This design comes from an exercise in tuning for small area and a short achievable clock period on the open sky130 flow, not from production work.
The RTL was checked by simulation tests, not by an equivalence proof against the original design.
Power and IR drop assume default switching activity.

## flow/run.sh

```bash
#!/bin/bash
# synth_recipe.tcl (not shown) runs the flow's synth.tcl, then flattens the netlist and writes it again
# the make line also repeats each setting of config.mk as NAME=value (left out here)
make -C /OpenROAD-flow-scripts/flow DESIGN_CONFIG=/design/flow/config.mk WORK_HOME=/design/flow/orfs CLKGATE_MAP_FILE= SYNTH_SCRIPT=/design/flow/synth_recipe.tcl finish
```

## flow/config.mk

```make
export PLATFORM = sky130hd
export DESIGN_NAME = slifo_v2
export DESIGN_NICKNAME = slifo_v2
export VERILOG_FILES = /design/flow/design.v
export SDC_FILE = /design/flow/constraint.sdc
export NUM_CORES = 4
export LEC_CHECK = 0
export CAP_MARGIN = 20
export CORE_MARGIN = 2
export CORE_UTILIZATION = 40
export SLEW_MARGIN = 20
```

## flow/constraint.sdc

```tcl
create_clock -name core_clock -period 3.7 [get_ports {clk}]
set_input_delay 0.7400 -clock core_clock [delete_from_list [all_inputs] [get_ports {clk}]]
set_output_delay 0.7400 -clock core_clock [all_outputs]
set_load 0.01 [all_outputs]
```

## flow/design.v

```verilog
module slifo_v2 (clk, rst_n, wr, rd,
                    lifo_empty,
                    lifo_full,
                    low_th,
                    high_th,
                    lifo_low_th,
                    lifo_high_th,
                    lifo_ov,
                    lifo_ud,
                    lifo_valid,
                    data_in, data_out);
parameter DATA_WIDTH    = 32;
parameter POINTER_WIDTH = 5;
parameter DATA_NUM      = 2**POINTER_WIDTH;
input clk;
  input [POINTER_WIDTH:0] low_th;
  input [POINTER_WIDTH:0] high_th;
input rst_n;
input wr;
input rd;
input [DATA_WIDTH-1:0] data_in;
output  reg [DATA_WIDTH-1:0] data_out;
  output wire lifo_low_th;
  output wire lifo_high_th;
  output reg lifo_ov;
  output reg lifo_ud;
  output  lifo_empty;
  output  lifo_full;
  output reg lifo_valid;
reg [POINTER_WIDTH:0] pointer;
wire [POINTER_WIDTH:0] next_pointer, add_value;
reg [DATA_WIDTH-1:0] mem_array[DATA_NUM-1:0];
wire lifo_re, lifo_we, lifo_en;
  assign lifo_we = wr & ~lifo_full & ~rd;
  assign lifo_re = rd & ~lifo_empty & ~wr;
assign lifo_en = lifo_re ^ lifo_we;
assign add_value[POINTER_WIDTH:0] = lifo_re? {{POINTER_WIDTH{1'b1}}, 1'b0}: {POINTER_WIDTH{1'b0}};
assign next_pointer[POINTER_WIDTH:0] = 
        pointer[POINTER_WIDTH:0] +
        add_value[POINTER_WIDTH:0] + 1'b1;
always @ (posedge clk) begin
  if (~rst_n)
    pointer[POINTER_WIDTH:0] <= {(POINTER_WIDTH+1){1'b0}};
  else if (lifo_en)
    pointer[POINTER_WIDTH:0] <= next_pointer[POINTER_WIDTH:0];
end
assign lifo_full = pointer[POINTER_WIDTH];
assign lifo_empty= ~|pointer[POINTER_WIDTH:0];
always @ (posedge clk) begin
  if (lifo_we)
    mem_array[pointer[POINTER_WIDTH-1:0]] <=
    data_in[DATA_WIDTH-1:0];
end
  wire forward_dt = wr & rd;
  wire [DATA_WIDTH-1:0] pre_data_out = forward_dt?
  data_in[DATA_WIDTH-1:0]: mem_array[next_pointer[POINTER_WIDTH-1:0]];
  always @ (posedge clk) begin
    data_out[DATA_WIDTH-1:0] <= pre_data_out[DATA_WIDTH-1:0];
  end
    wire [POINTER_WIDTH:0] low_level = low_th[POINTER_WIDTH:0];
  assign lifo_low_th = (pointer[POINTER_WIDTH:0] < low_level[POINTER_WIDTH:0]);
    wire [POINTER_WIDTH:0] high_level = high_th[POINTER_WIDTH:0];
  assign lifo_high_th = (pointer[POINTER_WIDTH:0] >= high_level[POINTER_WIDTH:0]);
    wire set_ov = wr & lifo_full & ~rd;
  always @ (posedge clk) begin
    if (~rst_n) lifo_ov <= 1'b0;
    else if (rd) lifo_ov <= 1'b0;
    else if (set_ov) lifo_ov <= 1'b1;
  end
    wire set_ud = rd & lifo_empty & ~wr;
  always @ (posedge clk) begin
    if (~rst_n) lifo_ud <= 1'b0;
    else if (wr) lifo_ud <= 1'b0;
    else if (set_ud) lifo_ud <= 1'b1;
  end
    always @ (posedge clk) begin
      lifo_valid <= lifo_re | forward_dt;
    end
endmodule
```

==> out/metrics.cfg, run 1 <==
[logic_synthesis]
synth_edf_count=1024
async_reset_ff_frac=0
yosysWarnings=1
yosys_register_bits=1065
yosysSeqAreaShare=0.768
syn_avg_cell_area_sq_um=19.8
synth.distinct_cells=39
synth_ff_type=edfxtp_1
synth_area_sq_mm=0.0411
syn_inst=2074

[worst_setup_path]
endpoint_kind=output port
worstSetupStartpointType=input pin
critPathRequiredTime_ns=2.96
path_max_fanout=1
worstSetupPathType=input pin to output port
r2r_slack_ns=0.09
critPathArrivalTime_ns=2.88
r2r-end=data_out[16]
r2r-start=pointer[2]
r2r_cells=13

[route]
routed-via-count=21175
vias_per_cell=5.60
wl_met3_um=7940
wirelength_um=104000
drtAntennaViolNets=0
wl_per_cell_um=27.5
highest_layer=met5
drc=0
dr.first_iter.drc_count=2128
met1_length_um=44500
firstDrtPassIters=7
dr_wl_met2_um=49400

[min_path]
min_to=lifo_ov
hp-class=flop to flop
min_path_cells=2
min_from=lifo_ov

[final_layout]
finish.utilization=0.480
layout.nets=2390
layout-drive-gt1-share=0.266
syn_to_final_growth_pct=19.0
final_cells=3784
fillCellCount=8380

[placement]
place_hpwl_um=58200
placed_cells=3580
place.gp.congestion=0.778
io_buffers=86
place_ws_ns=-0.224

[floorplanning]
start_util=0.404
die_h_um=325
ios=87
die_area_sq_mm=0.105
die_x_um=325
fp.coreArea_sq_mm=0.102
num_rows=117

[timing]
hold_slack_ns=0.527
clock.fmax_mhz=276
report.final.setup_viol=0
min_period_over_period=0.978
setup_ws_ns=0.0808
relSlewSlack=0.295
slew_violations=0
fin_skew_ns=0.0262
final_hold_viol_count=0
min_period_ns=3.62
tightest_slew_ns=1.05

[run]
drv_cap=0

[clock_tree]
htree_levels=3
cts_tree=yes
clock_latency_ns=0.69
clock-root-buffer=clkbuf_16
cts_buffers=105
clkSinkCount=1065
cts.path.max_buffers=3
ctsHoldBuffers=0
clk_pin_slew_ns=0.06

[pwr]
power_w=0.0339
power.density_mw_per_mm2=694
leakagePower_nw=15.7
ir_drop_uv=566

[grt]
grt_max_degree=109
grt_pass1_vias=21682
grt_usage=0.198
antenna_found_initial=4
grt_pass1_wl_um=152000
overflow=0

[outcome]
status=complete, no violations

==> sequential cells by signal, summed over array words and instances (netlist names) <==
name / count
data_out: 32
lifo_ov: 1
lifo_ud: 1
lifo_valid: 1
mem_array: 1024
pointer: 6
==> power by group <==
part | internal, W | switching, W | total (W)
logic | 0.00453 | 0.00510 | 0.00962
clock network | 0.00601 | 0.00447 | 0.0105
registers | 0.0136 | 0.000261 | 0.0138
==> synthesized netlist by cell type (all sizes together), types with 2 or more instances <==
library cell	number	area, sq um
a21o	10	75.1
a21oi	6	33.8
a31oi	32	200
buf	76	465
clkbuf	41	154
dfxtp	41	821
edfxtp	1024	30700
ha	15	188
inv	13	51.3
mux2i	4	40.0
mux4	256	5770
nand2	325	1220
nand2b	3	18.8
nand3	68	340
nand3b	3	22.5
nor2	70	279
nor2b	3	18.8
nor3b	2	15.0
o211ai	64	480
or3b	2	20.0
xnor2	4	35.0
xor2	2	17.5
==> worst max-delay path by stage <==
stage | startpoint | end | slack (ns) | cells after the start
after detailed placement | rd | data_out[4] | -0.22 | 11
after floorplan | rd | mem_array[26][0] | 0.25 | 4
final | low_th[1] | lifo_low_th | 0.08 | 9
after global placement | rd | data_out[16] | -0.26 | 11
after CTS | high_th[0] | lifo_high_th | 0.04 | 9
after global routing | pointer[2] | data_out[18] | -0.006 | 13
==> critical path: stages <==
cell and delay [ns]:
clkdlybuf4s50_1 0.45, inv_1 0.04, ha_1 0.28, a21o_1 0.15
a21o_1 0.16, a21o_1 0.18, a21o_1 0.18, a21oi_1 0.14
clkdlybuf4s50_1 0.55
==> per-stage QoR <==
| step | setup TNS [ns] | area [sq um] |
|---|---|---|
| after floorplan | 0 | 41100 |
| after global placement | -4.14 | 45500 |
| after detailed placement | -3.70 | 45500 |
| after CTS | 0 | 48900 |
| after global routing | -0.00577 | 48900 |
| final | 0 | 48900 |
==> cell usage in the layout (no fill, tap or decap), types with 2 or more instances in the layout <==
cell             synthesis  routed
xnor2_2                  0       3
clkdlybuf4s50_1          0      73
mux4_2                 256     256
nor2b_1                  3       3
clkinv_1                 0      19
nand2_1                325     324
a21o_1                  10      10
dfxtp_1                 41      40
nor3b_1                  2       2
a21oi_1                  5       5
clkinv_2                 0      17
buf_12                   0      65
buf_6                   13       2
clkinv_8                 0       2
mux2i_1                  4       4
nor2_4                   0      31
o211ai_1                64      64
buf_2                   30      12
buf_4                   12     106
buf_16                   0       2
inv_6                    0       3
ha_1                    15      15
nand3_1                 68      68
clkbuf_1                41      25
edfxtp_1              1024    1024
clkbuf_8                 0       7
inv_1                   12      12
clkbuf_16                0     107
nor2_1                  69      38
nand2b_1                 3       3
clkinvlp_4               0       6
xor2_4                   0       2
nand3b_1                 3       3
bufinv_16                0       8
a31oi_1                 32      32
==> layout make-up <==
type	instances	area, sq um	share of cell area
well taps	1368	1710	0.0350
repair buffers	262	3010	0.0615
flip-flops and latches	1065	31600	0.645
diodes	1	2.50	0.0000511
inverters	13	51.3	0.00105
clock buffers	139	2870	0.0586
clock inverters	57	529	0.0108
multi-input cells	879	9180	0.188
==> per-layer routing <==
layer | vias up | global-route usage
met1 | 11313 | 0.284
met3 | 149 | 0.0374
met2 | 839 | 0.316
met5 | - | 0
li1 | 8870 | -
met4 | 4 | 0.0479
==> what timing repair did <==
action                     in CTS  in global routing
gates cloned                    1                  0
pin swaps                       0                  1
setup endpoints to repair       2                  7
buffers inserted                2                  4
resized for setup               1                  4
==> cells by family (layout without fill, tap and decap cells) <==
| group | Yosys count | count (layout) | synth area share |
|---|---|---|---|
| AND/OR/NAND/NOR | 481 | 481 | 0.0484 |
| AO/OA/AOI/OAI | 116 | 116 | 0.0200 |
| buffers and inverters | 130 | 471 | 0.0163 |
| XOR/XNOR | 6 | 6 | 0.00128 |
| other | 0 | 1 | 0 |
| flip-flops | 1065 | 1065 | 0.768 |
| adder cells (fa/ha/maj) | 16 | 16 | 0.00505 |
| multiplexers | 260 | 260 | 0.141 |
==> run 2: changes to the inputs <==
==> flow/design.v (replaced) <==
module slifo_v2 (clk, rst_n, wr, rd, lifo_empty, lifo_full, low_th, high_th,
                 lifo_low_th, lifo_high_th, lifo_ov, lifo_ud, lifo_valid,
                 data_in, data_out);
  input         clk;
  input         rst_n;
  input         wr;
  input         rd;
  input  [5:0]  low_th;
  input  [5:0]  high_th;
  input  [31:0] data_in;
  output reg [31:0] data_out;
  output        lifo_empty;
  output        lifo_full;
  output        lifo_low_th;
  output        lifo_high_th;
  output reg    lifo_ov;
  output reg    lifo_ud;
  output reg    lifo_valid;
  reg  [5:0]  cnt;      
  reg  [4:0]  top;      
  reg  [31:0] mem [0:31];
  assign lifo_empty = (cnt == 6'd0);
  assign lifo_full  = cnt[5];
  wire push = wr & ~rd & ~cnt[5];
  wire pop  = rd & ~wr & ~lifo_empty;
  wire fwd  = wr & rd;
  always @(posedge clk) begin
    if (~rst_n) begin
      cnt <= 6'd0;
      top <= 5'd31;
    end else if (push) begin
      cnt <= cnt + 6'd1;
      top <= top + 5'd1;
    end else if (pop) begin
      cnt <= cnt - 6'd1;
      top <= top - 5'd1;
    end
  end
  wire [31:0] sel;
  genvar g;
  generate
    for (g = 0; g < 32; g = g + 1) begin : g_word
      assign sel[g] = (top == g);
      always @(posedge clk)
        if (push & sel[(g + 31) % 32])
          mem[g] <= data_in;
    end
  endgenerate
  reg [31:0] rdata;
  integer k;
  always @(*) begin
    rdata = 32'd0;
    for (k = 0; k < 32; k = k + 1)
      rdata = rdata | (mem[k] & {32{sel[k]}});
  end
  always @(posedge clk) begin
    data_out   <= fwd ? data_in : rdata;
    lifo_valid <= pop | fwd;
  end
  always @(posedge clk) begin
    if (~rst_n)                 lifo_ov <= 1'b0;
    else if (rd)                lifo_ov <= 1'b0;
    else if (wr & lifo_full)    lifo_ov <= 1'b1;
  end
  always @(posedge clk) begin
    if (~rst_n)                 lifo_ud <= 1'b0;
    else if (wr)                lifo_ud <= 1'b0;
    else if (rd & lifo_empty)   lifo_ud <= 1'b1;
  end
  assign lifo_low_th  = (cnt <  low_th);
  assign lifo_high_th = (cnt >= high_th);
endmodule
--- a/flow/config.mk
+++ b/flow/config.mk
@@ -9,3 +9,4 @@
 export CORE_MARGIN = 2
-export CORE_UTILIZATION = 40
+export CORE_UTILIZATION = 60
+export SETUP_SLACK_MARGIN = 1.4
 export SLEW_MARGIN = 20
==> out/metrics.cfg, run 2 <==
[outcome]
status=complete, no violations

[pwr]
power.density_mw_per_mm2=617
ir_drop_uv=551
leakagePower_nw=17.7
power_w=0.0321

[logic_synthesis]
yosysWarnings=2
synth.distinct_cells=76
yosys.area.top_type=edfxtp_1
yosys_register_bits=1070
synth_ff_type=edfxtp_1
synth_area_sq_mm=0.0404
yosysMostFrequentCell=edfxtp_1
yosysSeqAreaShare=0.784
syn_avg_cell_area_sq_um=17.6
ys_top_cells_by_count=1024 x edfxtp_1, 252 x a22oi_1, 87 x nand2_1
synthDominantCellAreaShare=0.761
synth_edf_count=1024
syn_inst=2297
async_reset_ff_frac=0
synthTopCellsByArea=edfxtp_1 76%, a22oi_1 4.7%, dfxtp_1 2.3%

[grt]
overflow=0
grt_usage=0.451
grt_pass1_wl_um=212000
grt_pass1_vias=25846
grt_max_degree=36
antenna_found_initial=10

[route]
wl_met3_um=29300
met1_length_um=53200
firstDrtPassIters=7
wl_per_cell_um=43.8
drc=0
vias_per_cell=7.64
dr.first_iter.drc_count=5779
drtAntennaViolNets=0
wirelength_um=164000
dr_wl_met2_um=68900
highest_layer=met5
routed-via-count=28712

[clock_tree]
cts_buffers=104
cts.path.max_buffers=3
clock-root-buffer=clkbuf_16
ctsHoldBuffers=0
clkSinkCount=1070
htree_levels=3
cts_tree=yes
clk_pin_slew_ns=0.06
clock_latency_ns=0.69

[timing]
min_period_ns=2.76
clock.fmax_mhz=363
min_period_over_period=0.746
fin_skew_ns=0.0212
final_hold_viol_count=0
fin_setup_tns_ns=0
hold_slack_ns=0.516
slew_violations=0
report.final.setup_viol=0
rsz0062_at_grt=yes
relSlewSlack=0.240
tightest_slew_ns=1.14

[floorplanning]
num_rows=95
die_area_sq_mm=0.0694
die_x_um=264
start_util=0.604
fp.coreArea_sq_mm=0.0669
die_h_um=264
ios=87

[final_layout]
layout-drive-gt1-share=0.331
layout.nets=2858
final_cells=3757
final_cell_area_sq_mm=0.0520
syn_to_final_growth_pct=28.7
largest_register_ffs=1024
layout_commonest_cell=edfxtp_1
mostFrequentLayoutCells=1024 x edfxtp_1, 240 x buf_4, 204 x a22oi_1

[worst_setup_path]
path_max_fanout=2
max_stage_delay_ns=0.35
r2r_cells=6
crit_path_top_delay_cell=dfxtp_4
cpMostUsedCell=a21o_1
r2r-start=top[2]
critPathArrivalTime_ns=2.02
crit_buf_inv=2
crit_chain=inv_2 -> ha_4 -> nand2b_4 -> a21o_1 -> a21o_1 -> a21oi_1 -> o21ai_1 -> buf_2
critPathRequiredTime_ns=2.96
worstSetupPathType=flop to output port
worstSetupStartpointType=flop
endpoint_kind=output port
r2r-end=data_out[2]
crit_family=compound AO/OA/AOI/OAI gates
r2r_slack_ns=1.12

[placement]
place_area_sq_mm=0.0438
place_hpwl_um=87800
io_buffers=86
placed_cells=3304
place.gp.congestion=0.889

[min_path]
min_to=lifo_ud
min_from=wr
hp-class=input pin to flop
min_path_cells=2

[run]
drv_cap=0

[run 2: area by class of cell]
class                           instances  area, sq um
Antenna cell                            5         12.5
Clock buffer                          133         2790
Clock inverter                         65          581
Fill cell                            3667        14900
Inverter                               21         91.3
Multi-Input combinational cell       1061         9640
Sequential cell                      1070        31700
Tap cell                              873         1090
Timing Repair Buffer                  529         6100
[run 2: where the power goes]
part / switching (W) / leakage (nW) / internal, W / total [W]
Sequential: 0.000279 / 9.60 / 0.0137 / 0.0140
Combinational: 0.00446 / 6.42 / 0.00309 / 0.00754
Clock: 0.00462 / 1.65 / 0.00597 / 0.0106
[run 2: worst max-delay path by stage]
stage	startpoint	end	slack, ns	cells after the start
CTS	cnt[0]	lifo_high_th	0.92	8
global placement	high_th[0]	lifo_high_th	0.28	8
detailed placement	low_th[1]	lifo_low_th	0.30	8
floorplan	rd	mem[22][0]	0.89	5
global route	cnt[0]	lifo_high_th	0.87	8
finish	cnt[0]	lifo_high_th	0.94	8
[run 2: stage by stage]
| stage | util | worst slack, ns |
|---|---|---|
| 4_1_cts | 0.744 | 0.922 |
| 3_5_place_dp | 0.655 | 0.297 |
| 3_3_place_gp | 0.655 | 0.277 |
| 5_1_grt | 0.777 | 0.872 |
| 6_report | 0.777 | 0.942 |
| 2_1_floorplan | - | 0.892 |
[run 2: routing by layer]
metal	vias to the layer above	track usage
met1	14286	0.607
met5	-	0
met2	3049	0.652
met4	6	0.248
met3	809	0.154
li1	10562	-
[run 2: kinds of logic after synthesis]
logic type / after synthesis / synth area share
AOI/OAI and AO/OA: 582 / 0.111
DFF: 1070 / 0.784
muxes: 106 / 0.0291
adders and majority gates: 23 / 0.00731
and+or+nand+nor: 341 / 0.0478
xor gates and xnor gates: 7 / 0.00152
buffers and inverters: 168 / 0.0200
[run 2: repair_timing]
action | 4_1_cts | 5_1_grt
pin swaps | 76 | 123
setup buffers | 145 | 78
gates cloned | 8 | 19
setup endpoints to repair | 1038 | 600
resized for setup | 294 | 232
==> run 3: changes to the inputs <==
--- a/flow/config.mk
+++ b/flow/config.mk
@@ -7,2 +7,3 @@
 export LEC_CHECK = 0
+export ABC_CLOCK_PERIOD_IN_PS = 2200
 export CAP_MARGIN = 20
==> out/metrics.cfg, run 3 <==
[clock_tree]
clkSinkCount=1070
cts_tree=yes
cts_buffers=104
clock_latency_ns=0.69
cts.path.max_buffers=3
clk_pin_slew_ns=0.06
htree_levels=3
clock-root-buffer=clkbuf_16

[route]
drc=0
wirelength_um=164000
routed-via-count=28712
vias_per_cell=7.64
wl_per_cell_um=43.8
dr.first_iter.drc_count=5779
firstDrtPassIters=7
drtAntennaViolNets=0

[logic_synthesis]
synth_area_sq_mm=0.0404
yosys_register_bits=1070
ys_top_cells_by_count=1024 x edfxtp_1, 252 x a22oi_1, 87 x nand2_1
synthDominantCellAreaShare=0.761
async_reset_ff_frac=0
yosysMostFrequentCell=edfxtp_1
yosysWarnings=2
synth_edf_count=1024
synth.distinct_cells=76
syn_avg_cell_area_sq_um=17.6
syn_inst=2297
yosysSeqAreaShare=0.784
synth_ff_type=edfxtp_1
yosys.area.top_type=edfxtp_1
synthTopCellsByArea=edfxtp_1 76%, a22oi_1 4.7%, dfxtp_1 2.3%

[timing]
tightest_slew_ns=1.14
report.final.setup_viol=0
rsz0062_at_grt=yes
clock.fmax_mhz=363
fin_skew_ns=0.0212
min_period_ns=2.76
relSlewSlack=0.240
final_hold_viol_count=0
min_period_over_period=0.746
slew_violations=0
fin_setup_tns_ns=0
hold_slack_ns=0.516

[pwr]
pwr-share-comb=0.235
p_int_w=0.0228
ir_drop_uv=551
leakagePower_nw=17.7
power_w=0.0321
switchingPower_w=0.00936
sw_frac_of_total=0.291
clock_power_share=0.330
power.density_mw_per_mm2=617
p_seq_frac=0.435

[worst_setup_path]
r2r-start=top[2]
endpoint_kind=output port
r2r-end=data_out[2]
critPathRequiredTime_ns=2.96
worstSetupStartpointType=flop
critPathArrivalTime_ns=2.02
r2r_cells=6
path_max_fanout=2
r2r_slack_ns=1.12
worstSetupPathType=flop to output port

[final_layout]
ff_latch_area_sq_mm=0.0317
layout-drive-gt1-share=0.331
fillCellCount=3667
largest_register_ffs=1024
final_cells=3757
mostFrequentLayoutCells=1024 x edfxtp_1, 240 x buf_4, 204 x a22oi_1
layout_commonest_cell=edfxtp_1
syn_to_final_growth_pct=28.7
multi_input_area_sq_mm=0.00964
finish.utilization=0.777
layout.nets=2858

[floorplanning]
die_area_sq_mm=0.0694
die_x_um=264
die_h_um=264
fp.coreArea_sq_mm=0.0669
ios=87
num_rows=95
start_util=0.604

[min_path]
min_from=wr
min_to=lifo_ud
min_path_cells=2
hp-class=input pin to flop

[placement]
placed_cells=3304
place_hpwl_um=87800
place.gp.congestion=0.889
io_buffers=86

[grt]
grt_max_degree=36
grt_usage=0.451
antenna_found_initial=10
grt_pass1_wl_um=212000
grt_pass1_vias=25846
overflow=0

[run]
drv_cap=0

[outcome]
status=complete, no violations

[run 3: cell counts after synthesis]
Identical to the previous run, type by type.
[run 3: stage by stage]
step / cell area [sq um] / setup slack (ns)
2_1_floorplan: 40700 / 0.892
3_3_place_gp: 43800 / 0.277
3_5_place_dp: 43800 / 0.297
4_1_cts: 49800 / 0.922
5_1_grt: 52000 / 0.872
6_report: 52000 / 0.942
[run 3: cell type report]
cell class,count,area share
Tap cell,873,0.0210
Sequential cell,1070,0.610
Clock buffer,133,0.0537
Antenna cell,5,0.000241
Multi-Input combinational cell,1061,0.185
Timing Repair Buffer,529,0.117
Inverter,21,0.00176
Clock inverter,65,0.0112
[run 3: kinds of logic after synthesis]
kind of cell    Yosys count  share of synthesized area
flops                  1070                      0.784
fa+ha+maj                23                    0.00731
simple gates            341                     0.0478
xor+xnor                  7                    0.00152
compound gates          582                      0.111
mux                     106                     0.0291
buf+inv                 168                     0.0200
[run 3: what timing repair did]
| item | CTS | global route |
|---|---|---|
| pin swaps | 76 | 123 |
| resized for setup | 294 | 232 |
| setup buffers | 145 | 78 |
| endpoints found under the setup margin | 1038 | 600 |
| hold buffers | 0 | 0 |
| gates cloned | 8 | 19 |
| endpoints found under the hold margin | 0 | 0 |
[run 3: worst max path at each step]
stage	from	endpoint	slack, ns	cells past startpoint
2_1_floorplan	rd	mem[22][0]	0.89	5
3_3_place_gp	high_th[0]	lifo_high_th	0.28	8
3_5_place_dp	low_th[1]	lifo_low_th	0.30	8
4_1_cts	cnt[0]	lifo_high_th	0.92	8
5_1_grt	cnt[0]	lifo_high_th	0.87	8
6_report	cnt[0]	lifo_high_th	0.94	8
[run 3: critical path, stage by stage, from the launching register on]
cell and delay [ns]:
dfxtp_4 0.35, inv_2 0.04, ha_4 0.22, nand2b_4 0.13, a21o_1 0.15, a21o_1 0.14, a21oi_1 0.12, o21ai_1 0.07
buf_2 0.14
[run 3: routing by layer]
metal,vias to the layer above,part of all wire,routed length (um),GRT usage
met5,-,0.00036,60,0
met4,6,0.079,13000,0.248
met3,809,0.18,29300,0.154
met2,3049,0.42,68900,0.652
met1,14286,0.32,53200,0.607
li1,10562,-,-,-
[run 3: power by group through the flow]
stage                     Combinational, W  Sequential [W]  Clock, W
after floorplan                    0.00254          0.0142         0
after global placement             0.00505          0.0143         0
after detailed placement           0.00511          0.0143         0
after CTS                          0.00635          0.0140    0.0105
after global routing               0.00754          0.0140    0.0110
final                              0.00754          0.0140    0.0106
==> run 4: changes to the inputs <==
--- a/flow/design.v
+++ b/flow/design.v
@@ -11,3 +11,3 @@
   output reg [31:0] data_out;
-  output        lifo_empty;
+  output reg    lifo_empty;
   output        lifo_full;
@@ -19,6 +19,6 @@
   reg  [5:0]  cnt;      
-  reg  [4:0]  top;      
+  reg  [3:0]  tlo;      
+  reg  [7:0]  thi;      
   reg  [31:0] mem [0:31];
-  assign lifo_empty = (cnt == 6'd0);
-  assign lifo_full  = cnt[5];
+  assign lifo_full = cnt[5];
   wire push = wr & ~rd & ~cnt[5];
@@ -26,12 +26,19 @@
   wire fwd  = wr & rd;
+  wire [5:0] cnt_nx = push ? cnt + 6'd1 : pop ? cnt - 6'd1 : cnt;
   always @(posedge clk) begin
     if (~rst_n) begin
-      cnt <= 6'd0;
-      top <= 5'd31;
-    end else if (push) begin
-      cnt <= cnt + 6'd1;
-      top <= top + 5'd1;
-    end else if (pop) begin
-      cnt <= cnt - 6'd1;
-      top <= top - 5'd1;
+      cnt        <= 6'd0;
+      lifo_empty <= 1'b1;
+      tlo        <= 4'b1000;
+      thi        <= 8'b1000_0000;
+    end else begin
+      cnt        <= cnt_nx;
+      lifo_empty <= (cnt_nx == 6'd0);
+      if (push) begin
+        tlo <= {tlo[2:0], tlo[3]};
+        if (tlo[3]) thi <= {thi[6:0], thi[7]};
+      end else if (pop) begin
+        tlo <= {tlo[0], tlo[3:1]};
+        if (tlo[0]) thi <= {thi[0], thi[7:1]};
+      end
     end
@@ -42,3 +49,3 @@
     for (g = 0; g < 32; g = g + 1) begin : g_word
-      assign sel[g] = (top == g);
+      assign sel[g] = tlo[g % 4] & thi[g / 4];
       always @(posedge clk)
@@ -69,4 +76,18 @@
   end
-  assign lifo_low_th  = (cnt <  low_th);
-  assign lifo_high_th = (cnt >= high_th);
+  function lt6;
+    input [5:0] c;
+    input [5:0] x;
+    reg [5:0] gt, eq;
+    reg gh, eh, gl;
+    begin
+      gt = x & ~c;
+      eq = ~(x ^ c);
+      gh = gt[5] | (eq[5] & gt[4]) | (eq[5] & eq[4] & gt[3]);
+      eh = eq[5] & eq[4] & eq[3];
+      gl = gt[2] | (eq[2] & gt[1]) | (eq[2] & eq[1] & gt[0]);
+      lt6 = gh | (eh & gl);
+    end
+  endfunction
+  assign lifo_low_th  = lt6(cnt, low_th);
+  assign lifo_high_th = ~lt6(cnt, high_th);
 endmodule
--- a/flow/config.mk
+++ b/flow/config.mk
@@ -7,6 +7,5 @@
 export LEC_CHECK = 0
-export ABC_CLOCK_PERIOD_IN_PS = 2200
 export CAP_MARGIN = 20
 export CORE_MARGIN = 2
-export CORE_UTILIZATION = 60
+export CORE_UTILIZATION = 55
 export SETUP_SLACK_MARGIN = 1.4
==> out/metrics.cfg, run 4 <==
[pwr]
ir_drop_uv=431
leakagePower_nw=15.0
power.density_mw_per_mm2=576

[worst_setup_path]
worstSetupPathType=flop to output port
path_max_fanout=3
crit_chain=inv_6 -> ha_4 -> and3b_1 -> o21a_1 -> o21ai_2 -> a21oi_2 -> nor2_1 -> buf_2
crit_path_top_delay_cell=dfxtp_4
critPathArrivalTime_ns=2.12
max_stage_delay_ns=0.37
endpoint_kind=output port
worstSetupStartpointType=flop
crit_buf_inv=2
critPathRequiredTime_ns=2.96
crit_family=compound AO/OA/AOI/OAI gates

[logic_synthesis]
synthDominantCellAreaShare=0.774
synthTopCellsByArea=edfxtp_1 77%, a22oi_1 6.1%, dfxtp_1 2.7%
yosysSeqAreaShare=0.802
syn_avg_cell_area_sq_um=17.2
synth.distinct_cells=62
syn_inst=2309
yosys_register_bits=1078
yosysWarnings=2
synth_area_sq_mm=0.0397
ys_top_cells_by_count=1024 x edfxtp_1, 321 x a22oi_1, 107 x a21oi_1
synth_ff_type=edfxtp_1
yosysMostFrequentCell=edfxtp_1
synth_edf_count=1024
async_reset_ff_frac=0
yosys.area.top_type=edfxtp_1

[placement]
place.gp.congestion=0.856
io_buffers=86
place_ws_ns=0.233
place_hpwl_um=68800
placed_cells=3303
place_area_sq_mm=0.0428

[floorplanning]
num_rows=98
die_h_um=273
fp.coreArea_sq_mm=0.0715
die_x_um=273
ios=87
die_area_sq_mm=0.0744
start_util=0.555

[clock_tree]
ctsHoldBuffers=0
clk_pin_slew_ns=0.07
clock-root-buffer=clkbuf_16
cts_tree=yes
clock_latency_ns=0.68
htree_levels=3
cts.path.max_buffers=3
clkSinkCount=1078
cts_buffers=106

[route]
drc=0
wl_per_cell_um=38.3
routed-via-count=25304
firstDrtPassIters=9
met1_length_um=49300
drtAntennaViolNets=0
dr.first_iter.drc_count=4138
wl_met3_um=18600
wirelength_um=135000
vias_per_cell=7.17
highest_layer=met5
dr_wl_met2_um=62900

[final_layout]
layout-drive-gt1-share=0.156
syn_to_final_growth_pct=17.8
layout_commonest_cell=edfxtp_1
layout.nets=2544
final_cell_area_sq_mm=0.0468
largest_register_ffs=1024
finish.utilization=0.655
mostFrequentLayoutCells=1024 x edfxtp_1, 319 x a22oi_1, 111 x clkbuf_16
final_cells=3528

[timing]
relSlewSlack=0.257
rsz0062_at_grt=yes
slew_violations=0
final_hold_viol_count=0
fin_setup_tns_ns=0
clock.fmax_mhz=349
min_period_ns=2.86
tightest_slew_ns=1.11
report.final.setup_viol=0
setup_ws_ns=0.836
fin_skew_ns=0.0323
min_period_over_period=0.774

[min_path]
hp-class=input pin to flop

[run]
drv_cap=0

[grt]
overflow=0
grt_usage=0.359
grt_pass1_vias=24320
antenna_found_initial=5
grt_max_degree=73
grt_pass1_wl_um=187000

[outcome]
status=complete, no violations

-- run 4: kinds of logic after synthesis --
logic type,after synthesis,synth area share
flip-flops,1078,0.802
AO/OA/AOI/OAI,745,0.139
XOR/XNOR,4,0.000882
buffers and inverters,200,0.0200
adder cells (fa/ha/maj),12,0.00378
AND/OR/NAND/NOR,270,0.0344
-- run 4: per-layer routing --
| metal | global-route usage | vias up |
|---|---|---|
| li1 | - | 10030 |
| met1 | 0.509 | 12984 |
| met2 | 0.556 | 2031 |
| met3 | 0.0880 | 257 |
| met4 | 0.114 | 2 |
| met5 | 0 | - |
-- run 4: worst reg2reg max path, delay by kind of cell, from the launching register on --
family,cells,cell delay (ns)
flops,1,0.60
simple gates,1,0.20
buf+inv,3,1.23
-- run 4: stage by stage --
stage	hold WS [ns]	power, W
CTS	0.514	0.0269
floorplan	0.531	0.0149
global route	0.446	0.0275
finish	0.436	0.0270
detailed placement	0.540	0.0161
global placement	0.504	0.0161
-- run 4: power by group --
part,total (W),internal (W),switching [W]
logic,0.00228,0.000765,0.00151
registers,0.0137,0.0135,0.000186
clock network,0.0110,0.00637,0.00460
total,0.0270,0.0207,0.00629
-- run 4: cell type report --
type / instances / area (sq um)
multi-input combinational: 1032 / 7420
clock inverter: 55 / 569
inverter: 20 / 93.8
fill: 4854 / 24700
timing repair buffer: 246 / 2660
clock buffer: 145 / 2960
antenna: 2 / 5.00
sequential: 1078 / 31900
tap: 950 / 1190
-- run 4: repair_timing --
item | 4_1_cts | 5_1_grt
gates cloned | 1 | 3
pin swaps | 10 | 6
gates resized for setup | 58 | 20
setup endpoints to repair | 785 | 227
hold endpoints to repair | 0 | 0
setup buffers | 13 | 6
-- run 4: path summary, 6_finish.rpt --
path | cells past startpoint | startpoint | slack, ns | end
min reg2reg | 1 | lifo_empty | 0.52 | lifo_valid
max reg2reg | 4 | tlo[2] | 1.31 | mem[3][16]
max | 8 | cnt[1] | 0.84 | lifo_high_th
min | 2 | wr | 0.44 | lifo_ud
==> run 5: changes to the inputs <==
--- a/flow/design.v
+++ b/flow/design.v
@@ -55,9 +55,13 @@
   endgenerate
-  reg [31:0] rdata;
-  integer k;
-  always @(*) begin
-    rdata = 32'd0;
-    for (k = 0; k < 32; k = k + 1)
-      rdata = rdata | (mem[k] & {32{sel[k]}});
-  end
+  wire [31:0] grp [0:10];
+  generate
+    for (g = 0; g < 10; g = g + 1) begin : g_grp
+      slifo_aoi3 u_aoi (.a(mem[3*g]), .b(mem[3*g+1]), .c(mem[3*g+2]),
+                        .sa(sel[3*g]), .sb(sel[3*g+1]), .sc(sel[3*g+2]), .y(grp[g]));
+    end
+  endgenerate
+  slifo_aoi3 u_aoi_last (.a(mem[30]), .b(mem[31]), .c(32'd0),
+                         .sa(sel[30]), .sb(sel[31]), .sc(1'b0), .y(grp[10]));
+  wire [31:0] rdata = ~(grp[0] & grp[1] & grp[2] & grp[3] & grp[4] & grp[5] &
+                        grp[6] & grp[7] & grp[8] & grp[9] & grp[10]);
   always @(posedge clk) begin
@@ -76,18 +80,23 @@
   end
-  function lt6;
-    input [5:0] c;
-    input [5:0] x;
-    reg [5:0] gt, eq;
-    reg gh, eh, gl;
-    begin
-      gt = x & ~c;
-      eq = ~(x ^ c);
-      gh = gt[5] | (eq[5] & gt[4]) | (eq[5] & eq[4] & gt[3]);
-      eh = eq[5] & eq[4] & eq[3];
-      gl = gt[2] | (eq[2] & gt[1]) | (eq[2] & eq[1] & gt[0]);
-      lt6 = gh | (eh & gl);
-    end
-  endfunction
-  assign lifo_low_th  = lt6(cnt, low_th);
-  assign lifo_high_th = ~lt6(cnt, high_th);
+  slifo_lt u_lt_low  (.c(cnt), .x(low_th),  .lt(lifo_low_th));
+  wire hi_lt;
+  slifo_lt u_lt_high (.c(cnt), .x(high_th), .lt(hi_lt));
+  assign lifo_high_th = ~hi_lt;
 endmodule
+module slifo_aoi3 (a, b, c, sa, sb, sc, y);
+  input  [31:0] a, b, c;
+  input         sa, sb, sc;
+  output [31:0] y;
+  assign y = ~((a & {32{sa}}) | (b & {32{sb}}) | (c & {32{sc}}));
+endmodule
+module slifo_lt (c, x, lt);
+  input  [5:0] c;
+  input  [5:0] x;
+  output       lt;
+  wire [5:0] g = x & ~c;
+  wire [5:0] p = x | ~c;
+  wire gh = g[5] | (p[5] & g[4]) | (p[5] & p[4] & g[3]);
+  wire ph = p[5] & p[4] & p[3];
+  wire gl = g[2] | (p[2] & g[1]) | (p[2] & p[1] & g[0]);
+  assign lt = gh | (ph & gl);
+endmodule
--- a/flow/config.mk
+++ b/flow/config.mk
@@ -12 +12,2 @@
 export SLEW_MARGIN = 20
+export SYNTH_HIERARCHICAL = 1
==> out/metrics.cfg, run 5 <==
[route]
drc=0
routed-via-count=21363
wl_per_cell_um=30.9
firstDrtPassIters=8
dr.first_iter.drc_count=3856
vias_per_cell=6.68
drtAntennaViolNets=0
wirelength_um=98900

[worst_setup_path]
path_max_fanout=4
critPathArrivalTime_ns=2.07
r2r_slack_ns=1.31
worstSetupPathType=flop to output port
endpoint_kind=output port
critPathRequiredTime_ns=2.96
r2r-start=thi[2]
worstSetupStartpointType=flop
startpoint=cnt[0]

[logic_synthesis]
async_reset_ff_frac=0
yosys.area.top_type=edfxtp_1
synthTopCellsByArea=edfxtp_1 80%, a222oi_1 9.1%, dfxtp_1 2.8%
synth.distinct_cells=45
yosysWarnings=9
syn_inst=1944
synth_area_sq_mm=0.0386
syn_avg_cell_area_sq_um=19.9
yosysMostFrequentCell=edfxtp_1
yosysSeqAreaShare=0.824
yosys_register_bits=1078
ys_top_cells_by_count=1024 x edfxtp_1, 352 x a222oi_1, 70 x nand4_1
synth_ff_type=edfxtp_1
synthDominantCellAreaShare=0.796
synth_edf_count=1024

[final_layout]
syn_to_final_growth_pct=16.0
finish.utilization=0.642
layout.nets=2221
fillCellCount=4780
largest_register_ffs=1024
layout-drive-gt1-share=0.176
layout_commonest_cell=edfxtp_1
final_cell_area_sq_mm=0.0448
antenna_cells=0
mostFrequentLayoutCells=1024 x edfxtp_1, 352 x a222oi_1, 109 x clkbuf_16

[placement]
place_hpwl_um=53000
io_buffers=86
place_ws_ns=0.206
place_area_sq_mm=0.0407
place.gp.congestion=0.817

[clock_tree]
clock-root-buffer=clkbuf_16
clock_latency_ns=0.67
htree_levels=3
clk_pin_slew_ns=0.06
cts.path.max_buffers=3
ctsHoldBuffers=0
cts_tree=yes
cts_buffers=105
clkSinkCount=1078

[timing]
fin_skew_ns=0.0300
tightest_slew_ns=0.705
clock.fmax_mhz=356
relSlewSlack=0.530
min_period_over_period=0.759
rsz0062_at_grt=yes
report.final.setup_viol=0
slew_violations=0
fin_setup_tns_ns=0
min_period_ns=2.81
final_hold_viol_count=0
setup_ws_ns=0.891

[pwr]
leakagePower_nw=14.2
power.density_mw_per_mm2=579
ir_drop_uv=392

[min_path]
hp-class=flop to flop
min_from=lifo_ud

[grt]
grt_max_degree=52
grt_pass1_wl_um=135000
grt_usage=0.258
antenna_found_initial=0
overflow=0
grt_pass1_vias=20387

[floorplanning]
fp.coreArea_sq_mm=0.0698
die_h_um=269
die_area_sq_mm=0.0724
num_rows=97
start_util=0.554
die_x_um=269
ios=87

[outcome]
status=complete, no violations

[run]
drv_cap=0

==> run 5: cell types whose count changed in the layout (fill, tap and decap cells not counted), moves of 18 or more <==
cell	delta
a21oi_1	-74
a222oi_1	+291
a22o_1	-58
a22oi_1	-316
a31oi_1	-37
a32oi_1	-20
and3_4	+48
buf_12	-29
conb_1	+37
nand4_1	+54
nor2_1	-22
nor3_4	-18
o22ai_1	-47
==> run 5: per-stage QoR <==
step	total power, W	hold WS [ns]	instances
final	0.0259	0.516	3200
after global routing	0.0266	0.569	3200
after CTS	0.0260	0.517	3160
after detailed placement	0.0153	0.504	2961
after global placement	0.0153	0.501	2961
after floorplan	0.0146	0.457	1980
==> run 5: power by group <==
| group | internal, W | switching, W |
|---|---|---|
| Combinational | 0.000532 | 0.000970 |
| Clock | 0.00635 | 0.00441 |
| Sequential | 0.0135 | 0.000137 |
==> run 5: cell families (layout without fill, tap and decap cells) <==
logic type / count (synthesis) / in the layout / synth area share
AO/OA/AOI/OAI: 425 / 425 / 0.104
XOR/XNOR: 1 / 1 / 0.000227
adder cells (fa/ha/maj): 4 / 4 / 0.00123
buffers and inverters: 145 / 398 / 0.0283
flip-flops: 1078 / 1078 / 0.824
other: 1 / 37 / 0.0000971
AND/OR/NAND/NOR: 290 / 317 / 0.0421
==> run 5: per-layer routing <==
layer	share of wire	up-vias	wire length (um)	GRT usage
met4	0.031	0	3030	0.0937
met3	0.10	150	10200	0.0426
met1	0.39	10869	39000	0.366
met5	0	-	0	0
li1	-	9120	-	-
met2	0.47	1224	46700	0.411
==> run 5: what timing repair did <==
item                                    4_1_cts  5_1_grt
gates cloned                                  0       27
endpoints found under the setup margin       48      630
buffers inserted                              3       13
pin swaps                                    31       67
gates resized for setup                      81       65
==> run 5: critical path, cell delays in order (launching register included) <==
cell	delay, ns
dfxtp_4	0.37
buf_6	0.11
nor3b_4	0.04
a2111oi_4	0.28
o221ai_2	0.13
maj3_2	0.33
inv_2	0.06
buf_6	0.09
==> run 5: area by class of cell <==
| class | instances | area, sq um | area share |
|---|---|---|---|
| clock inverters | 63 | 644 | 0.0144 |
| flip-flops and latches | 1078 | 31900 | 0.711 |
| repair buffers | 189 | 1730 | 0.0386 |
| inverters | 13 | 48.8 | 0.00109 |
| clock buffers | 133 | 2860 | 0.0637 |
| well taps | 940 | 1180 | 0.0262 |
| multi-input cells | 784 | 6510 | 0.145 |
==> run 5: worst paths after layout <==
check | end | depth (start not counted)
worst max-delay path | lifo_high_th | 7
worst min-delay path | lifo_ud | 2
worst max register to register | data_out[10] | 7
worst min register to register | lifo_ud | 2
==> run 5: per-module statistics from Yosys, one instance, submodules excluded <==
module      area (sq um)  copies in the design
slifo_aoi3           403                    11
slifo_lt            93.8                     2
slifo_v2           34000                     1
==> run 6: changes to the inputs <==
--- a/flow/config.mk
+++ b/flow/config.mk
@@ -10,2 +10,5 @@
 export CORE_UTILIZATION = 55
+export CTS_BUF_LIST = sky130_fd_sc_hd__clkbuf_8
+export CTS_CLUSTER_DIAMETER = 50
+export CTS_CLUSTER_SIZE = 12
 export SETUP_SLACK_MARGIN = 1.4
==> out/metrics.cfg, run 6 <==
[grt]
overflow=0
grt_usage=0.258
grt_pass1_wl_um=135000
grt_max_degree=52
antenna_found_initial=1
grt_pass1_vias=20351

[route]
routed-via-count=20782
wirelength_um=93000
drc=0
wl_per_cell_um=29.5
drtAntennaViolNets=0
dr.first_iter.drc_count=3484
vias_per_cell=6.59
firstDrtPassIters=13

[clock_tree]
cts_buffers=108
htree_levels=3
cts.path.max_buffers=3
clock_latency_ns=0.74
clk_pin_slew_ns=0.08
clkSinkCount=1078
ctsHoldBuffers=0
clock-root-buffer=clkbuf_8
cts_tree=yes

[floorplanning]
start_util=0.554
die_h_um=269
die_area_sq_mm=0.0724
ios=87
die_x_um=269
fp.coreArea_sq_mm=0.0698
num_rows=97

[timing]
rsz0062_at_grt=yes
fin_skew_ns=0.0341
relSlewSlack=0.273
slew_violations=0
clock.fmax_mhz=339
tightest_slew_ns=1.09
hold_slack_ns=0.518
final_hold_viol_count=0
report.final.setup_viol=0
min_period_ns=2.95
min_period_over_period=0.797
fin_setup_tns_ns=0

[run]
drv_cap=0

[logic_synthesis]
syn_inst=1944
synth_area_sq_mm=0.0386
yosysMostFrequentCell=edfxtp_1
synthDominantCellAreaShare=0.796
synth_edf_count=1024
async_reset_ff_frac=0
yosys.area.top_type=edfxtp_1
yosysSeqAreaShare=0.824
yosysWarnings=9
syn_avg_cell_area_sq_um=19.9
synthTopCellsByArea=edfxtp_1 80%, a222oi_1 9.1%, dfxtp_1 2.8%
ys_top_cells_by_count=1024 x edfxtp_1, 352 x a222oi_1, 70 x nand4_1
yosys_register_bits=1078
synth.distinct_cells=45
synth_ff_type=edfxtp_1

[worst_setup_path]
max_stage_delay_ns=0.43
crit_buf_inv=2
worstSetupPathType=input pin to output port
r2r-end=data_out[10]
crit_family=buffers and inverters
endpoint_kind=output port
crit_chain=clkdlybuf4s50_1 -> nor2b_4 -> a2111oi_4 -> o221ai_1 -> maj3_2 -> buf_6
endpoint=lifo_low_th
critPathArrivalTime_ns=2.21
worstSetupStartpointType=input pin
path_depth=6
startpoint=low_th[2]
crit_path_top_delay_cell=clkdlybuf4s50_1
r2r-start=thi[2]
r2r_slack_ns=1.38
r2r_cells=7
critPathRequiredTime_ns=2.96
path_max_fanout=2

[final_layout]
layout_commonest_cell=edfxtp_1
syn_to_final_growth_pct=11.3
largest_register_ffs=1024
layout-drive-gt1-share=0.156
mostFrequentLayoutCells=1024 x edfxtp_1, 352 x a222oi_1, 115 x clkbuf_8
final_cell_area_sq_mm=0.0430
final_cells=3154
layout.nets=2188

[placement]
place.gp.congestion=0.817
io_buffers=86
placed_cells=2961
place_hpwl_um=53000
place_area_sq_mm=0.0407

[pwr]
ir_drop_uv=367
power_w=0.0223
leakagePower_nw=13.6
power.density_mw_per_mm2=519

[outcome]
status=complete, no violations

[min_path]
hp-class=flop to flop

-- run 6: changes by cell type in the layout (fill, tap and decap cells not counted), moves of 9 or more --
cell             before  now
clkbuf_1             20    0
dlygate4sd2_1        18   39
clkdlybuf4s50_1      57   39
inv_1                12   53
clkinv_2             17    8
and3_4               51   32
clkbuf_8              4  115
clkbuf_16           109    0
clkinv_1             22    3
-- run 6: worst min path at each step --
stage,cells after the start,end,start,slack [ns]
after floorplan,2,thi[6],thi[7],0.46
after global placement,2,lifo_ud,lifo_ud,0.50
after detailed placement,2,lifo_ud,lifo_ud,0.50
after CTS,2,lifo_ud,lifo_ud,0.52
after global routing,1,mem[27][1],data_in[1],0.55
final,2,lifo_ud,lifo_ud,0.52
-- run 6: logic make-up (layout without fill, tap and decap cells) --
group	count (synthesis)	after routing	synth area share
DFF	1078	1078	0.824
AOI/OAI and AO/OA	425	425	0.104
and+or+nand+nor	290	290	0.0421
buffers and inverters	145	378	0.0283
adders and majority gates	4	4	0.00123
other	1	38	0.0000971
xor gates and xnor gates	1	1	0.000227
-- run 6: area by class of cell --
cell class,instances,area (sq um)
Clock buffer,115,1580
Tap cell,940,1180
Timing Repair Buffer,180,1630
Clock inverter,70,477
Inverter,13,48.8
Multi-Input combinational cell,757,6210
Antenna cell,1,2.50
Fill cell,4994,26800
Sequential cell,1078,31900
-- run 6: worst min-delay path: stages, from the launching register on --
cell	delay, ns
dfxtp_1	0.32
a21oi_1	0.11
nor3_1	0.05
-- run 6: metal layers --
layer | wire (um) | up-vias | track usage | share of wire
met3 | 8320 | 118 | 0.0378 | 0.089
li1 | - | 8982 | - | -
met1 | 37300 | 10663 | 0.369 | 0.40
met4 | 2540 | 0 | 0.0827 | 0.027
met2 | 44800 | 1019 | 0.415 | 0.48
met5 | 0 | - | 0 | 0
-- run 6: Yosys stat by module, one instance, submodules excluded --
module / times used / flip-flops and latches / area [sq um] / cells
slifo_v2: 1 / 1078 / 34000 / 1465
slifo_aoi3: 11 / 0 / 403 / 41
slifo_lt: 2 / 0 / 93.8 / 14
-- run 6: per-stage QoR --
stage / utilization / setup slack [ns]
finish: 0.616 / 0.752
global route: 0.616 / 0.700
CTS: 0.614 / 0.666
detailed placement: 0.583 / 0.206
global placement: 0.583 / 0.161
floorplan: - / 1.23
-- run 6: report_power, final --
group | total [W] | internal (W) | switching (W)
Sequential | 0.0136 | 0.0135 | 0.000112
Combinational | 0.00144 | 0.000493 | 0.000947
Clock | 0.00722 | 0.00329 | 0.00393
Total | 0.0223 | 0.0173 | 0.00499
-- run 6: repair_timing --
action	CTS	global route
gates resized for setup	110	34
pin swaps	31	40
endpoints found under the setup margin	71	26
setup buffers	3	4
==> run 7: changes to the inputs <==
--- a/flow/design.v
+++ b/flow/design.v
@@ -19,2 +19,3 @@
   reg  [5:0]  cnt;      
+  reg  [5:0]  ncnt;     
   reg  [3:0]  tlo;      
@@ -30,2 +31,3 @@
       cnt        <= 6'd0;
+      ncnt       <= 6'h3f;
       lifo_empty <= 1'b1;
@@ -35,2 +37,3 @@
       cnt        <= cnt_nx;
+      ncnt       <= ~cnt_nx;
       lifo_empty <= (cnt_nx == 6'd0);
@@ -80,6 +83,4 @@
   end
-  slifo_lt u_lt_low  (.c(cnt), .x(low_th),  .lt(lifo_low_th));
-  wire hi_lt;
-  slifo_lt u_lt_high (.c(cnt), .x(high_th), .lt(hi_lt));
-  assign lifo_high_th = ~hi_lt;
+  slifo_ge u_ge_low  (.c(cnt), .nx(~low_th), .nge(lifo_low_th));
+  slifo_gt u_gt_high (.nc(ncnt), .x(high_th), .ngt(lifo_high_th));
 endmodule
@@ -91,12 +92,59 @@
 endmodule
-module slifo_lt (c, x, lt);
-  input  [5:0] c;
-  input  [5:0] x;
-  output       lt;
-  wire [5:0] g = x & ~c;
-  wire [5:0] p = x | ~c;
-  wire gh = g[5] | (p[5] & g[4]) | (p[5] & p[4] & g[3]);
-  wire ph = p[5] & p[4] & p[3];
-  wire gl = g[2] | (p[2] & g[1]) | (p[2] & p[1] & g[0]);
-  assign lt = gh | (ph & gl);
+module slifo_ge (c, nx, nge);
+  input  [5:0] c, nx;
+  output       nge;
+  wire [5:0] ng, np;    
+  genvar i;
+  generate
+    for (i = 0; i < 6; i = i + 1) begin : g_bit
+      slifo_nand2 u_g (.a(c[i]), .b(nx[i]), .y(ng[i]));
+      slifo_nor2  u_p (.a(c[i]), .b(nx[i]), .y(np[i]));
+    end
+  endgenerate
+  wire g10, g32, g54, p54, p5432;
+  slifo_oai21  u_g10 (.a1(np[1]), .a2(np[0]), .b(ng[1]), .y(g10));
+  slifo_oai21  u_g32 (.a1(np[3]), .a2(ng[2]), .b(ng[3]), .y(g32));
+  slifo_oai21  u_g54 (.a1(np[5]), .a2(ng[4]), .b(ng[5]), .y(g54));
+  slifo_nor2   u_p54 (.a(np[5]), .b(np[4]), .y(p54));
+  slifo_nor4   u_p52 (.a(np[5]), .b(np[4]), .c(np[3]), .d(np[2]), .y(p5432));
+  slifo_a221oi u_out (.a1(p54), .a2(g32), .b1(p5432), .b2(g10), .c(g54), .y(nge));
 endmodule
+module slifo_gt (nc, x, ngt);
+  input  [5:0] nc, x;
+  output       ngt;
+  wire [5:0] ng, np;
+  genvar i;
+  generate
+    for (i = 0; i < 6; i = i + 1) begin : g_bit
+      slifo_nand2 u_g (.a(x[i]), .b(nc[i]), .y(ng[i]));
+      slifo_nor2  u_p (.a(x[i]), .b(nc[i]), .y(np[i]));
+    end
+  endgenerate
+  wire g10, g32, g54, p54, p5432;
+  slifo_oai21  u_g10 (.a1(np[1]), .a2(ng[0]), .b(ng[1]), .y(g10));
+  slifo_oai21  u_g32 (.a1(np[3]), .a2(ng[2]), .b(ng[3]), .y(g32));
+  slifo_oai21  u_g54 (.a1(np[5]), .a2(ng[4]), .b(ng[5]), .y(g54));
+  slifo_nor2   u_p54 (.a(np[5]), .b(np[4]), .y(p54));
+  slifo_nor4   u_p52 (.a(np[5]), .b(np[4]), .c(np[3]), .d(np[2]), .y(p5432));
+  slifo_a221oi u_out (.a1(p54), .a2(g32), .b1(p5432), .b2(g10), .c(g54), .y(ngt));
+endmodule
+module slifo_nand2 (a, b, y);
+  input a, b; output y;
+  assign y = ~(a & b);
+endmodule
+module slifo_nor2 (a, b, y);
+  input a, b; output y;
+  assign y = ~(a | b);
+endmodule
+module slifo_nor4 (a, b, c, d, y);
+  input a, b, c, d; output y;
+  assign y = ~(a | b | c | d);
+endmodule
+module slifo_oai21 (a1, a2, b, y);
+  input a1, a2, b; output y;
+  assign y = ~((a1 | a2) & b);
+endmodule
+module slifo_a221oi (a1, a2, b1, b2, c, y);
+  input a1, a2, b1, b2, c; output y;
+  assign y = ~((a1 & a2) | (b1 & b2) | c);
+endmodule
--- a/flow/config.mk
+++ b/flow/config.mk
@@ -10,5 +10,2 @@
 export CORE_UTILIZATION = 55
-export CTS_BUF_LIST = sky130_fd_sc_hd__clkbuf_8
-export CTS_CLUSTER_DIAMETER = 50
-export CTS_CLUSTER_SIZE = 12
 export SETUP_SLACK_MARGIN = 1.4
==> out/metrics.cfg, run 7 <==
[grt]
grt_max_degree=52
grt_pass1_wl_um=139000
antenna_found_initial=0
overflow=0
grt_usage=0.259
grt_pass1_vias=20564

[floorplanning]
fp.coreArea_sq_mm=0.0699
die_area_sq_mm=0.0726
ios=87
num_rows=97
die_h_um=269
die_x_um=269
start_util=0.554

[worst_setup_path]
crit_chain=dlygate4sd2_1 -> inv_2 -> nor2_4 -> nor4_2 -> a221oi_2 -> buf_2
max_stage_delay_ns=0.29
critPathRequiredTime_ns=2.96
worstSetupStartpointType=input pin
worstSetupPathType=input pin to output port
crit_buf_inv=3
r2r-start=thi[2]
path_max_fanout=2
crit_family=buffers and inverters
crit_path_top_delay_cell=nor4_2
startpoint=low_th[3]
endpoint_kind=output port
critPathArrivalTime_ns=1.65

[timing]
fin_skew_ns=0.0162
relSlewSlack=0.378
rsz0062_at_grt=yes
report.final.setup_viol=0
final_hold_viol_count=0
min_period_ns=2.39
min_period_over_period=0.646
tightest_slew_ns=0.930
clock.fmax_mhz=419
fin_setup_tns_ns=0
slew_violations=0

[route]
routed-via-count=21306
wirelength_um=95800
firstDrtPassIters=13
wl_per_cell_um=29.7
drc=0
drtAntennaViolNets=0
vias_per_cell=6.61
dr.first_iter.drc_count=3671

[clock_tree]
cts_tree=yes
cts.path.max_buffers=3
cts_buffers=104
clkSinkCount=1084
clock-root-buffer=clkbuf_16
htree_levels=3
clk_pin_slew_ns=0.06
clock_latency_ns=0.65

[logic_synthesis]
yosysSeqAreaShare=0.825
synth_edf_count=1024
synth_area_sq_mm=0.0387
synth_ff_type=edfxtp_1
yosysMostFrequentCell=edfxtp_1
yosysWarnings=9
yosys.area.top_type=edfxtp_1
yosys_register_bits=1084
async_reset_ff_frac=0
ys_top_cells_by_count=1024 x edfxtp_1, 352 x a222oi_1, 68 x buf_6
synthDominantCellAreaShare=0.794
syn_inst=1950
synth.distinct_cells=40
syn_avg_cell_area_sq_um=19.9
synthTopCellsByArea=edfxtp_1 79%, a222oi_1 9.1%, dfxtp_1 3.1%

[final_layout]
syn_to_final_growth_pct=15.6
layout_commonest_cell=edfxtp_1
layout.nets=2242
largest_register_ffs=1024
ff_latch_area_sq_mm=0.0320
multi_input_area_sq_mm=0.00606
mostFrequentLayoutCells=1024 x edfxtp_1, 352 x a222oi_1, 118 x buf_4
layout-drive-gt1-share=0.175
fillCellCount=4875

[placement]
place_hpwl_um=56900
io_buffers=86
place.gp.congestion=0.841

[pwr]
ir_drop_uv=388
power.density_mw_per_mm2=575
power_w=0.0257
leakagePower_nw=14.5

[min_path]
min_from=lifo_ov
hp-class=flop to flop

[outcome]
status=complete, no violations

[run]
drv_cap=0

-- run 7: logic make-up (layout without fill, tap and decap cells) --
family / after synthesis / in the layout / share of synthesized area
fa+ha+maj: 2 / 2 / 0.000646
xor+xnor: 5 / 5 / 0.00113
compound gates: 417 / 417 / 0.102
flops: 1084 / 1084 / 0.825
other cells: 1 / 38 / 0.0000968
simple gates: 284 / 287 / 0.0401
mux: 12 / 12 / 0.00313
buf+inv: 145 / 438 / 0.0285
-- run 7: area by class of cell --
class,count,area share
diodes,1,0.0000559
clock buffers,131,0.0646
clock inverters,65,0.0113
inverters,15,0.00126
multi-input cells,760,0.135
flip-flops and latches,1084,0.714
well taps,940,0.0263
repair buffers,227,0.0469
-- run 7: layer usage --
layer,wire length [um],up-vias,share of wire,track usage
met2,46600,1158,0.49,0.421
met4,2910,0,0.030,0.0879
met5,0,-,0,0
li1,-,9115,-,-
met1,37700,10879,0.39,0.368
met3,8590,154,0.090,0.0352
-- run 7: power breakdown --
part	switching [W]	leakage, nW	internal, W
clock network	0.00439	1.68	0.00607
registers	0.000123	9.73	0.0136
logic	0.000997	3.08	0.000548
-- run 7: per-stage QoR --
step	utilization	area (sq um)	instances	setup slack (ns)	hold slack, ns
final	0.641	44800	3223	1.31	0.520
after floorplan	-	38900	1986	1.24	0.507
after global placement	0.588	41100	3014	0.570	0.505
after CTS	0.638	44600	3214	1.27	0.521
after global routing	0.641	44800	3222	1.26	0.555
after detailed placement	0.588	41100	3014	0.547	0.512
-- run 7: final timing paths --
| check | depth (start not counted) | end | slack [ns] |
|---|---|---|---|
| worst max-delay path | 6 | lifo_low_th | 1.31 |
| worst min-delay path | 2 | lifo_ov | 0.52 |
| worst max register to register | 6 | data_out[26] | 1.42 |
| worst min register to register | 2 | lifo_ov | 0.52 |
-- run 7: timing repair --
action                     CTS  global route
pin swaps                   37            19
cloned                       3             0
hold buffers                 0             0
buffers inserted             1             8
setup endpoints to repair  200            75
gates resized for setup    107            32
-- run 7: modules after synthesis, one instance, submodules excluded, a selection --
module	flops+latches	times used	cell area [sq um]
slifo_oai21	0	6	5.00
slifo_nand2	0	11	3.75
slifo_nor4	0	2	12.5
slifo_nor2	0	13	3.75
slifo_v2	1084	1	34100
slifo_a221oi	0	2	15.0
slifo_aoi3	0	11	403
-- run 7: tightest hold or removal path: cells and delay by family, from the launching register on --
family / cells / cell delay (ns)
AND/OR/NAND/NOR: 1 / 0.05
flip-flops: 1 / 0.31
AO/OA/AOI/OAI: 1 / 0.11
==> run 8: changes to the inputs <==
--- a/flow/config.mk
+++ b/flow/config.mk
@@ -10,2 +10,5 @@
 export CORE_UTILIZATION = 55
+export CTS_BUF_LIST = sky130_fd_sc_hd__clkbuf_8
+export CTS_CLUSTER_DIAMETER = 50
+export CTS_CLUSTER_SIZE = 12
 export SETUP_SLACK_MARGIN = 1.4
==> out/metrics.cfg, run 8 <==
[logic_synthesis]
synth_area_sq_mm=0.0387
yosys.area.top_type=edfxtp_1
yosysWarnings=9
yosysMostFrequentCell=edfxtp_1
syn_inst=1950
synth_ff_type=edfxtp_1
yosysSeqAreaShare=0.825
syn_avg_cell_area_sq_um=19.9
yosys_register_bits=1084
synth.distinct_cells=40
synth_edf_count=1024
async_reset_ff_frac=0
ys_top_cells_by_count=1024 x edfxtp_1, 352 x a222oi_1, 68 x buf_6
synthTopCellsByArea=edfxtp_1 79%, a222oi_1 9.1%, dfxtp_1 3.1%
synthDominantCellAreaShare=0.794

[final_layout]
largest_register_ffs=1024
layout-drive-gt1-share=0.165
layout.nets=2240
multi_input_area_sq_mm=0.00604
mostFrequentLayoutCells=1024 x edfxtp_1, 352 x a222oi_1, 116 x clkbuf_8
fillCellCount=5070
ff_latch_area_sq_mm=0.0320
syn_to_final_growth_pct=11.6
layout_commonest_cell=edfxtp_1
final_cells=3215

[grt]
overflow=0
grt_pass1_vias=20549
grt_pass1_wl_um=137000
grt_max_degree=49
antenna_found_initial=2
grt_usage=0.257

[pwr]
leakagePower_nw=14.0
ir_drop_uv=327
power.density_mw_per_mm2=509

[clock_tree]
clkSinkCount=1084
clock_latency_ns=0.71
clock-root-buffer=clkbuf_8
htree_levels=3
clk_pin_slew_ns=0.07
cts.path.max_buffers=3
cts_tree=yes
cts_buffers=107

[timing]
fin_skew_ns=0.0220
min_period_ns=2.43
fin_setup_tns_ns=0
hold_slack_ns=0.520
min_period_over_period=0.657
final_hold_viol_count=0
tightest_slew_ns=0.933
relSlewSlack=0.376
clock.fmax_mhz=411
rsz0062_at_grt=yes
report.final.setup_viol=0
slew_violations=0

[route]
vias_per_cell=6.59
firstDrtPassIters=10
wirelength_um=95000
wl_per_cell_um=29.5
highest_layer=met4
wl_met3_um=7860
met1_length_um=37500
drc=0
dr.first_iter.drc_count=3571
dr_wl_met2_um=46600
drtAntennaViolNets=0
routed-via-count=21181

[placement]
placed_cells=3014
place.gp.congestion=0.841
io_buffers=86
place_hpwl_um=56900

[worst_setup_path]
worstSetupStartpointType=flop
worstSetupPathType=flop to output port
crit_family=flip-flops
critPathRequiredTime_ns=2.96
path_max_fanout=5
crit_buf_inv=1
endpoint_kind=output port
critPathArrivalTime_ns=1.69
crit_path_top_delay_cell=dfxtp_4
crit_chain=nor2_4 -> nor4_2 -> a221oi_2 -> buf_2
max_stage_delay_ns=0.40

[floorplanning]
die_h_um=269
die_area_sq_mm=0.0726
die_x_um=269
num_rows=97
fp.coreArea_sq_mm=0.0699
ios=87
start_util=0.554

[run]
drv_cap=0

[min_path]
hp-class=flop to flop

[outcome]
status=complete, no violations

## run 8: cell counts after synthesis
No cell type changed its count.
## run 8: cell families (layout without fill, tap and decap cells)
logic type               count (synthesis)  count (layout)  share of synthesized area
buffers and inverters                  145             431                     0.0285
other                                    1              39                  0.0000968
multiplexers                            12              12                    0.00313
flip-flops                            1084            1084                      0.825
AND/OR/NAND/NOR                        284             285                     0.0401
adder cells (fa/ha/maj)                  2               2                   0.000646
XOR/XNOR                                 5               5                    0.00113
AO/OA/AOI/OAI                          417             417                      0.102
## run 8: final cells by class
class,instances,share of cell area
Sequential cell,1084,0.740
Multi-Input combinational cell,758,0.140
Timing Repair Buffer,224,0.0474
Clock buffer,115,0.0366
Tap cell,940,0.0272
Clock inverter,77,0.00778
Inverter,15,0.00130
Antenna cell,2,0.000116
## run 8: tightest hold or removal path: cells and delay by family, from the launching register on
| kind | cells | cell delay [ns] |
|---|---|---|
| compound gates | 1 | 0.11 |
| simple gates | 1 | 0.05 |
| flops | 1 | 0.31 |
## run 8: per-stage QoR
stage / util / instance area, sq um / worst slack [ns] / power [W]
2_1_floorplan: - / 38900 / 1.24 / 0.0147
3_3_place_gp: 0.588 / 41100 / 0.570 / 0.0155
3_5_place_dp: 0.588 / 41100 / 0.547 / 0.0155
4_1_cts: 0.616 / 43100 / 1.18 / 0.0221
5_1_grt: 0.619 / 43200 / 1.18 / 0.0228
6_report: 0.619 / 43200 / 1.27 / 0.0220
## run 8: repair_timing
item,4_1_cts,5_1_grt
cloned,0,1
hold endpoints to repair,0,0
resized for setup,128,34
pin swaps,37,22
buffers inserted,1,5
hold buffers,0,0
setup endpoints to repair,71,192
## run 8: layer usage
layer	vias to the layer above	global-route usage
met5	-	0
met4	0	0.0857
met3	154	0.0377
met2	1080	0.418
met1	10886	0.360
li1	9061	-
## run 8: path summary, 6_finish.rpt
| kind | from | end | slack, ns | cells past startpoint |
|---|---|---|---|---|
| worst max-delay path | cnt[4] | lifo_low_th | 1.27 | 4 |
| worst max register to register | thi[6] | data_out[19] | 1.42 | 6 |
| worst min-delay path | lifo_ud | lifo_ud | 0.52 | 2 |
| worst min register to register | lifo_ud | lifo_ud | 0.52 | 2 |
## run 8: power by group
part	switching [W]	total, W	leakage, nW	internal [W]
registers	0.000119	0.0137	9.73	0.0136
clock network	0.00392	0.00680	1.18	0.00288
logic	0.000994	0.00151	3.06	0.000513
total	0.00503	0.0220	14.0	0.0170
## run 8: Yosys stat by module, one instance, submodules excluded, excerpt
| module | area, sq um | times used | cells |
|---|---|---|---|
| slifo_a221oi | 15.0 | 2 | 1 |
| slifo_aoi3 | 403 | 11 | 41 |
| slifo_nand2 | 3.75 | 11 | 1 |
| slifo_nor2 | 3.75 | 13 | 1 |
| slifo_nor4 | 12.5 | 2 | 1 |
| slifo_oai21 | 5.00 | 6 | 1 |
| slifo_v2 | 34100 | 1 | 1465 |

[static timing again, ports no longer ideal]
The flow's constraints put no driver on any port. The routed layouts listed below were extracted and timed again, unchanged, in two steps. Step 1 sets driving cells, clkbuf_16 on the clock port and buf_2 on the other inputs (assumed; they add their load-dependent delay and slew). Step 2 times the ports against the registers' clock, not the clock port: input delays grow and output delays shrink by t, the midpoint of the rising clock arrivals with the driver on. Slacks: no drivers / after step 1 / after step 2; pairs: no drivers / after step 1.
run	t (ns)	setup WS [ns]	worst register clock-pin slew, ns	pins driven straight from the clock port
run 1	0.734	0.081 / 0.052 / -0.321	0.07 / 0.07	1
run 2	0.740	0.942 / 0.874 / 0.845	0.07 / 0.07	1
run 3	0.740	0.942 / 0.874 / 0.845	0.07 / 0.07	1
run 4	0.738	0.836 / 0.768 / 0.765	0.07 / 0.07	1
run 5	0.722	0.891 / 0.825 / 0.690	0.07 / 0.07	1
run 6	0.786	0.752 / 0.705 / 0.730	0.09 / 0.09	1
run 7	0.712	1.311 / 1.249 / 0.730	0.07 / 0.07	1
run 8	0.766	1.268 / 1.204 / 0.984	0.09 / 0.09	1
With both steps, setup timing fails in run 1, where it was met with ideal ports. For run 7, which loses most, drivers alone change the setup slack by -0.062 ns; drivers and shift together by -0.581 ns.
